What follows belongs to an exercise in optimizing a design on an open flow for small area; a production flow would make more cautious choices.
Function was checked by simulation only, so behaviour that the tests miss may differ from the original.
Power and IR drop assume default switching activity.

==> job 1011: inputs <==
Design ALU_TOP, start of the top module:
module ALU_TOP #(parameter width = 16)(
    input [width - 1:0] A,
    input [width - 1:0] B,
    input [3:0] ALU_FUN,
    input clk,rst,
    output  [width - 1:0] Arith_OUT,
    output  Carry_OUT,
    output  Arith_Flag,
    output  [width - 1:0] Logic_OUT,
    output  Logic_Flag,
    output  [width - 1:0] CMP_OUT,
    output  CMP_Flag,
    output  [width - 1:0] Shift_OUT,
    output  Shift_Flag
    );
clock: 33.0 ns
lec_check: 0
cap_margin: 20
core_margin: 2
core_utilization: 40
cts_buf_list: sky130_fd_sc_hd__clkbuf_4 sky130_fd_sc_hd__clkbuf_8
place_density: 0.85
setup_slack_margin: -1.3
slew_margin: 20
standard.sh (not shown) runs the stock make flow with config.mk's settings and CLKGATE_MAP_FILE= SYNTH_SCRIPT=/design/flow/synth_recipe.tcl, a recipe that flattens the netlist after the stock synthesis.
==> flow/flow/run.sh <==
#!/bin/bash
# Own layout flow: the standard flow (standard.sh) with two changes:
#  - synthesis uses flow/my_synth.tcl, which is synth_recipe.tcl plus one step that
#    maps the hm_* gate modules of ARITH_ARRAY onto the matching sky130 cells
#    (flow/hm_map.v) before Yosys's synth, so ABC keeps the array's carry chains;
#  - BUFFER_PORTS_ARGS (if set below) picks the port buffer cell.
# Each tool's full output goes to the ORFS logs under orfs/logs/, and the make
# output to flow_make.log in this folder.
set -euo pipefail
HERE=$(pwd)
export HM_MAP=$HERE/flow/hm_map.v
sed "s#SYNTH_SCRIPT=[^ ]*#SYNTH_SCRIPT=$HERE/flow/my_synth.tcl#" standard.sh > my_standard.sh
grep -q "SYNTH_SCRIPT=$HERE/flow/my_synth.tcl" my_standard.sh
ARGS=()
if [ -f flow/buffer_ports_args ]; then ARGS+=("BUFFER_PORTS_ARGS=$(cat flow/buffer_ports_args)"); fi
bash my_standard.sh "${ARGS[@]}" finish > flow_make.log 2>&1
Other scripts of this flow, unchanged in this note and not shown: flow/flow/buffer_ports_args, flow/flow/hm_map.v, flow/flow/my_synth.tcl
==> job 9142 (differences from job 1011) <==
Settings changed: SETUP_SLACK_MARGIN -1.3 to -1.6.
==> job 210 (differences from job 1011) <==
--- a/flow/design.v
+++ b/flow/design.v
@@ -53,47 +53,42 @@
     input clk,rst,
     input Arith_Enable,
     output reg [width - 1:0] Arith_OUT,
     output reg Carry_OUT,
     output reg Arith_Flag,
-    input cm0_d0, cm0_d1, cm1_d0, cm1_d1,
-    output cmp0_d, cmp1_d,
+    output A_lt_B,
     output A_eq_B
     );
     wire div = ALU_FUN[1] & ALU_FUN[0];
     wire mul = ALU_FUN[1] & ~ALU_FUN[0];
     wire as0 = ~ALU_FUN[1] | ALU_FUN[3];
     wire mul0 = mul & ~ALU_FUN[3];
     wire sub = ALU_FUN[0] | ALU_FUN[3];
     wire [15:0] AD;    
     wire [16:0] P;
-    wire carry_d;      
     wire ena_div = Arith_Enable & div;
     wire ena_nd = Arith_Enable & ~div;
     ARITH_ARRAY arr (.A(A), .B(B), .div(div), .mul(mul), .as0(as0), .mul0(mul0), .sub(sub),
                      .ena_div(ena_div), .ena_div_n(~ena_div), .ena_nd(ena_nd), .AD(AD), .P(P),
-                     .cm0_d0(cm0_d0), .cm0_d1(cm0_d1), .cm1_d0(cm1_d0), .cm1_d1(cm1_d1),
-                     .carry_d(carry_d), .cmp0_d(cmp0_d), .cmp1_d(cmp1_d), .eqo(A_eq_B));
+                     .eqo(A_eq_B), .lto(A_lt_B));
     always@(posedge clk or negedge rst) begin
         if (!rst) begin
             Arith_OUT <= 0;
             Arith_Flag <= 0;
             Carry_OUT <= 0;
         end
         else begin
             Arith_Flag <= Arith_Enable;
             Arith_OUT <= AD;
-            Carry_OUT <= carry_d;
+            Carry_OUT <= ena_nd & P[16];
         end
     end
 endmodule
 module ARITH_ARRAY (
     input [15:0] A, input [15:0] B, input div, input mul, input as0, input mul0, input sub,
     input ena_div, input ena_div_n, input ena_nd,
-    input cm0_d0, input cm0_d1, input cm1_d0, input cm1_d1,
-    output carry_d, output cmp0_d, output cmp1_d,
-    output [15:0] AD, output [16:0] P, output eqo);
+    output [15:0] AD, output [16:0] P, output eqo, output lto);
   wire muln = ~mul;
   wire v0 = div & ~B[0];
   wire [15:0] An = ~A;
   wire x0_0 = A[0] & ~mul0;
   wire y0_0 = mul0 ? (A[0] & B[0]) : (B[0] ^ sub);
@@ -2513,38 +2508,29 @@
   hm_xnor2 u1117 (.A(r0_x13), .B(r0_t13), .Y(r0_R13));
   hm_xor2 u1118 (.A(y0n_14), .B(r0_c14), .X(r0_t14));
   hm_xnor2 u1119 (.A(r0_x14), .B(r0_t14), .Y(r0_R14));
   hm_xnor2 u1120 (.A(y0n_15), .B(r0_c15), .Y(r0_t15));
   hm_xnor2 u1121 (.A(r0_x15), .B(r0_t15), .Y(r0_R15));
-  wire x16 = (as0 ? sub : r1_R15);
-  wire r0_R16 = x16 ^ ~r0_c16;
-  wire cy_d0n = ~(ena_nd & x16);
-  wire cy_d1n = ~(ena_nd & ~x16);
-  wire cm0_d0n = ~cm0_d0;
-  wire cm0_d1n = ~cm0_d1;
-  wire cm1_d0n = ~cm1_d0;
-  wire cm1_d1n = ~cm1_d1;
-  hm_mux2i u1122 (.A0(cy_d1n), .A1(cy_d0n), .S(r0_c16), .Y(carry_d));
-  hm_mux2i u1123 (.A0(cm0_d1n), .A1(cm0_d0n), .S(r0_c16), .Y(cmp0_d));
-  hm_mux2i u1124 (.A0(cm1_d1n), .A1(cm1_d0n), .S(r0_c16), .Y(cmp1_d));
-  hm_a2bb2o u1125 (.A1_N(r0_c16), .A2_N(ena_div_n), .B1(ena_nd), .B2(r0_R0), .X(ad_0));
-  hm_a2bb2o u1126 (.A1_N(r1_seln), .A2_N(ena_div_n), .B1(ena_nd), .B2(r0_R1), .X(ad_1));
-  hm_a2bb2o u1127 (.A1_N(r2_seln), .A2_N(ena_div_n), .B1(ena_nd), .B2(r0_R2), .X(ad_2));
-  hm_a22o u1128 (.A1(ena_div), .A2(r3_sel), .B1(ena_nd), .B2(r0_R3), .X(ad_3));
-  hm_a2bb2o u1129 (.A1_N(r4_seln), .A2_N(ena_div_n), .B1(ena_nd), .B2(r0_R4), .X(ad_4));
-  hm_a22o u1130 (.A1(ena_div), .A2(r5_sel), .B1(ena_nd), .B2(r0_R5), .X(ad_5));
-  hm_a22o u1131 (.A1(ena_div), .A2(r6_sel), .B1(ena_nd), .B2(r0_R6), .X(ad_6));
-  hm_a2bb2o u1132 (.A1_N(r7_seln), .A2_N(ena_div_n), .B1(ena_nd), .B2(r0_R7), .X(ad_7));
-  hm_a22o u1133 (.A1(ena_div), .A2(r8_sel), .B1(ena_nd), .B2(r0_R8), .X(ad_8));
-  hm_a22o u1134 (.A1(ena_div), .A2(r9_sel), .B1(ena_nd), .B2(r0_R9), .X(ad_9));
-  hm_a22o u1135 (.A1(ena_div), .A2(r10_sel), .B1(ena_nd), .B2(r0_R10), .X(ad_10));
-  hm_a2bb2o u1136 (.A1_N(r11_seln), .A2_N(ena_div_n), .B1(ena_nd), .B2(r0_R11), .X(ad_11));
-  hm_a22o u1137 (.A1(ena_div), .A2(r12_sel), .B1(ena_nd), .B2(r0_R12), .X(ad_12));
-  hm_a2bb2o u1138 (.A1_N(r13_seln), .A2_N(ena_div_n), .B1(ena_nd), .B2(r0_R13), .X(ad_13));
-  hm_a22o u1139 (.A1(ena_div), .A2(r14_sel), .B1(ena_nd), .B2(r0_R14), .X(ad_14));
-  hm_a2bb2o u1140 (.A1_N(r15_seln), .A2_N(ena_div_n), .B1(ena_nd), .B2(r0_R15), .X(ad_15));
+  wire r0_R16 = (as0 ? sub : r1_R15) ^ ~r0_c16;
+  hm_a2bb2o u1122 (.A1_N(r0_c16), .A2_N(ena_div_n), .B1(ena_nd), .B2(r0_R0), .X(ad_0));
+  hm_a2bb2o u1123 (.A1_N(r1_seln), .A2_N(ena_div_n), .B1(ena_nd), .B2(r0_R1), .X(ad_1));
+  hm_a2bb2o u1124 (.A1_N(r2_seln), .A2_N(ena_div_n), .B1(ena_nd), .B2(r0_R2), .X(ad_2));
+  hm_a22o u1125 (.A1(ena_div), .A2(r3_sel), .B1(ena_nd), .B2(r0_R3), .X(ad_3));
+  hm_a2bb2o u1126 (.A1_N(r4_seln), .A2_N(ena_div_n), .B1(ena_nd), .B2(r0_R4), .X(ad_4));
+  hm_a22o u1127 (.A1(ena_div), .A2(r5_sel), .B1(ena_nd), .B2(r0_R5), .X(ad_5));
+  hm_a22o u1128 (.A1(ena_div), .A2(r6_sel), .B1(ena_nd), .B2(r0_R6), .X(ad_6));
+  hm_a2bb2o u1129 (.A1_N(r7_seln), .A2_N(ena_div_n), .B1(ena_nd), .B2(r0_R7), .X(ad_7));
+  hm_a22o u1130 (.A1(ena_div), .A2(r8_sel), .B1(ena_nd), .B2(r0_R8), .X(ad_8));
+  hm_a22o u1131 (.A1(ena_div), .A2(r9_sel), .B1(ena_nd), .B2(r0_R9), .X(ad_9));
+  hm_a22o u1132 (.A1(ena_div), .A2(r10_sel), .B1(ena_nd), .B2(r0_R10), .X(ad_10));
+  hm_a2bb2o u1133 (.A1_N(r11_seln), .A2_N(ena_div_n), .B1(ena_nd), .B2(r0_R11), .X(ad_11));
+  hm_a22o u1134 (.A1(ena_div), .A2(r12_sel), .B1(ena_nd), .B2(r0_R12), .X(ad_12));
+  hm_a2bb2o u1135 (.A1_N(r13_seln), .A2_N(ena_div_n), .B1(ena_nd), .B2(r0_R13), .X(ad_13));
+  hm_a22o u1136 (.A1(ena_div), .A2(r14_sel), .B1(ena_nd), .B2(r0_R14), .X(ad_14));
+  hm_a2bb2o u1137 (.A1_N(r15_seln), .A2_N(ena_div_n), .B1(ena_nd), .B2(r0_R15), .X(ad_15));
   assign eqo = (x0_0 ^ y0_0) & h0_1 & h0_2 & h0_3 & h0_4 & h0_5 & h0_6 & h0_7 & h0_8 & h0_9 & h0_10 & h0_11 & h0_12 & h0_13 & h0_14 & h0_15;
+  assign lto = r0_c16;
   assign AD = {ad_15, ad_14, ad_13, ad_12, ad_11, ad_10, ad_9, ad_8, ad_7, ad_6, ad_5, ad_4, ad_3, ad_2, ad_1, ad_0};
   assign P = {r0_R16, r0_R15, r0_R14, r0_R13, r0_R12, r0_R11, r0_R10, r0_R9, r0_R8, r0_R7, r0_R6, r0_R5, r0_R4, r0_R3, r0_R2, r0_R1, r0_R0};
 endmodule
 `timescale 1ns / 1ps
 module Logic_Unit #(parameter width = 16)(
@@ -2568,33 +2554,29 @@
     end
 endmodule
 `timescale 1ns / 1ps
 module CMP_Unit #(parameter width = 16)(
     input [1:0] ALU_FUN,
+    input A_lt_B,
     input A_eq_B,
-    input cmp0_d, cmp1_d,
     input clk,rst,
     input CMP_Enable,
     output [width - 1:0] CMP_OUT,
-    output reg CMP_Flag,
-    output cm0_d0, cm0_d1, cm1_d0, cm1_d1
+    output reg CMP_Flag
     );
 reg [1:0] cmp;
+wire A_gt_B = ~A_lt_B & ~A_eq_B;
 assign CMP_OUT = {{(width-2){1'b0}}, cmp};
-assign cm0_d0 = CMP_Enable & ((ALU_FUN == 2'b01 & A_eq_B) | ALU_FUN == 2'b11);
-assign cm0_d1 = CMP_Enable & (ALU_FUN == 2'b01 & A_eq_B);
-assign cm1_d0 = CMP_Enable & (ALU_FUN == 2'b11);
-assign cm1_d1 = CMP_Enable & (ALU_FUN == 2'b10 & ~A_eq_B);
 always@(posedge clk or negedge rst) begin
         if (!rst) begin
             cmp <= 0;
             CMP_Flag <= 0;
         end
         else begin
             CMP_Flag <= CMP_Enable;
-            cmp[0] <= cmp0_d;
-            cmp[1] <= cmp1_d;
+            cmp[0] <= CMP_Enable & ((ALU_FUN == 2'b01 & A_eq_B) | (ALU_FUN == 2'b11 & A_lt_B));
+            cmp[1] <= CMP_Enable & ((ALU_FUN == 2'b10 & A_gt_B) | (ALU_FUN == 2'b11 & A_lt_B));
         end
     end
 endmodule
 `timescale 1ns / 1ps
 module Shift_Unit #(parameter width = 16)(
@@ -2633,14 +2615,12 @@
     output  CMP_Flag,
     output  [width - 1:0] Shift_OUT,
     output  Shift_Flag
     );
 wire [3:0] enables;
-wire A_eq_B, cmp0_d, cmp1_d, cm0_d0, cm0_d1, cm1_d0, cm1_d1;
+wire A_lt_B, A_eq_B;
 decoder d0 (ALU_FUN[3:2],enables);
-ARITHMATIC_UNIT #(width) d1 (A,B,ALU_FUN,clk,rst,enables[3],Arith_OUT,Carry_OUT,Arith_Flag,
-                             cm0_d0,cm0_d1,cm1_d0,cm1_d1,cmp0_d,cmp1_d,A_eq_B);
+ARITHMATIC_UNIT #(width) d1 (A,B,ALU_FUN,clk,rst,enables[3],Arith_OUT,Carry_OUT,Arith_Flag,A_lt_B,A_eq_B);
 Logic_Unit #(width) d2 (A,B,ALU_FUN[1:0],clk,rst,enables[2],Logic_OUT,Logic_Flag);
-CMP_Unit #(width) d3 (ALU_FUN[1:0],A_eq_B,cmp0_d,cmp1_d,clk,rst,enables[1],CMP_OUT,CMP_Flag,
-                      cm0_d0,cm0_d1,cm1_d0,cm1_d1);
+CMP_Unit #(width) d3 (ALU_FUN[1:0],A_lt_B,A_eq_B,clk,rst,enables[1],CMP_OUT,CMP_Flag);
 Shift_Unit #(width) d4 (A,B,ALU_FUN[1:0],clk,rst,enables[0],Shift_OUT,Shift_Flag);
 endmodule
Settings changed: SETUP_SLACK_MARGIN -1.3 to -0.5.
==> job 4474 (differences from job 1011) <==
Settings changed: CAP_MARGIN 20 to 10, SLEW_MARGIN 20 to 10.
==> notes <==
Final cell count is about the same in job 210 and job 4474.
Utilization is the same in job 4474 and job 1011.
In combinational power, job 4474 and job 9142 hardly differ.
Clock-buffer cell count is the same in job 1011 and job 210.

==> what the ideal ports hide <==
The results above use ideal ports. As a check the final layouts listed here were re-extracted and re-timed, cells and wires unchanged. Step 1: set_driving_cell puts a clkbuf_16 on clk and a buf_2 on each other input, an assumption about the parent block. Step 2 times the ports against the registers' clock, not the clock port: input delays grow and output delays shrink by t, the midpoint of the rising clock arrivals with the driver on. a / b / c = ideal / step 1 / step 2; a / b = the first two.
| run | t, ns | setup WS [ns] | hold slack, ns | clock arrival spread, ns | worst data-port slew with drivers (ns) |
|---|---|---|---|---|---|
| job 1011 | 0.368 | 1.327 / 1.348 / 0.980 | 6.381 / 6.361 / 6.729 | 0.012 / 0.012 | 0.04 |
| job 9142 | 0.369 | 0.995 / 1.016 / 0.647 | 6.383 / 6.363 / 6.732 | 0.014 / 0.014 | 0.04 |
| job 210 | 0.352 | 1.814 / 1.826 / 1.474 | 6.383 / 6.378 / 6.730 | 0.017 / 0.018 | 0.04 |
| job 4474 | 0.368 | 1.327 / 1.348 / 0.980 | 6.381 / 6.361 / 6.729 | 0.012 / 0.012 | 0.04 |
After both steps setup and hold are still met in every run listed. The setup slack of job 9142, which loses most, moves by +0.021 ns with the drivers and by -0.348 ns with both steps.
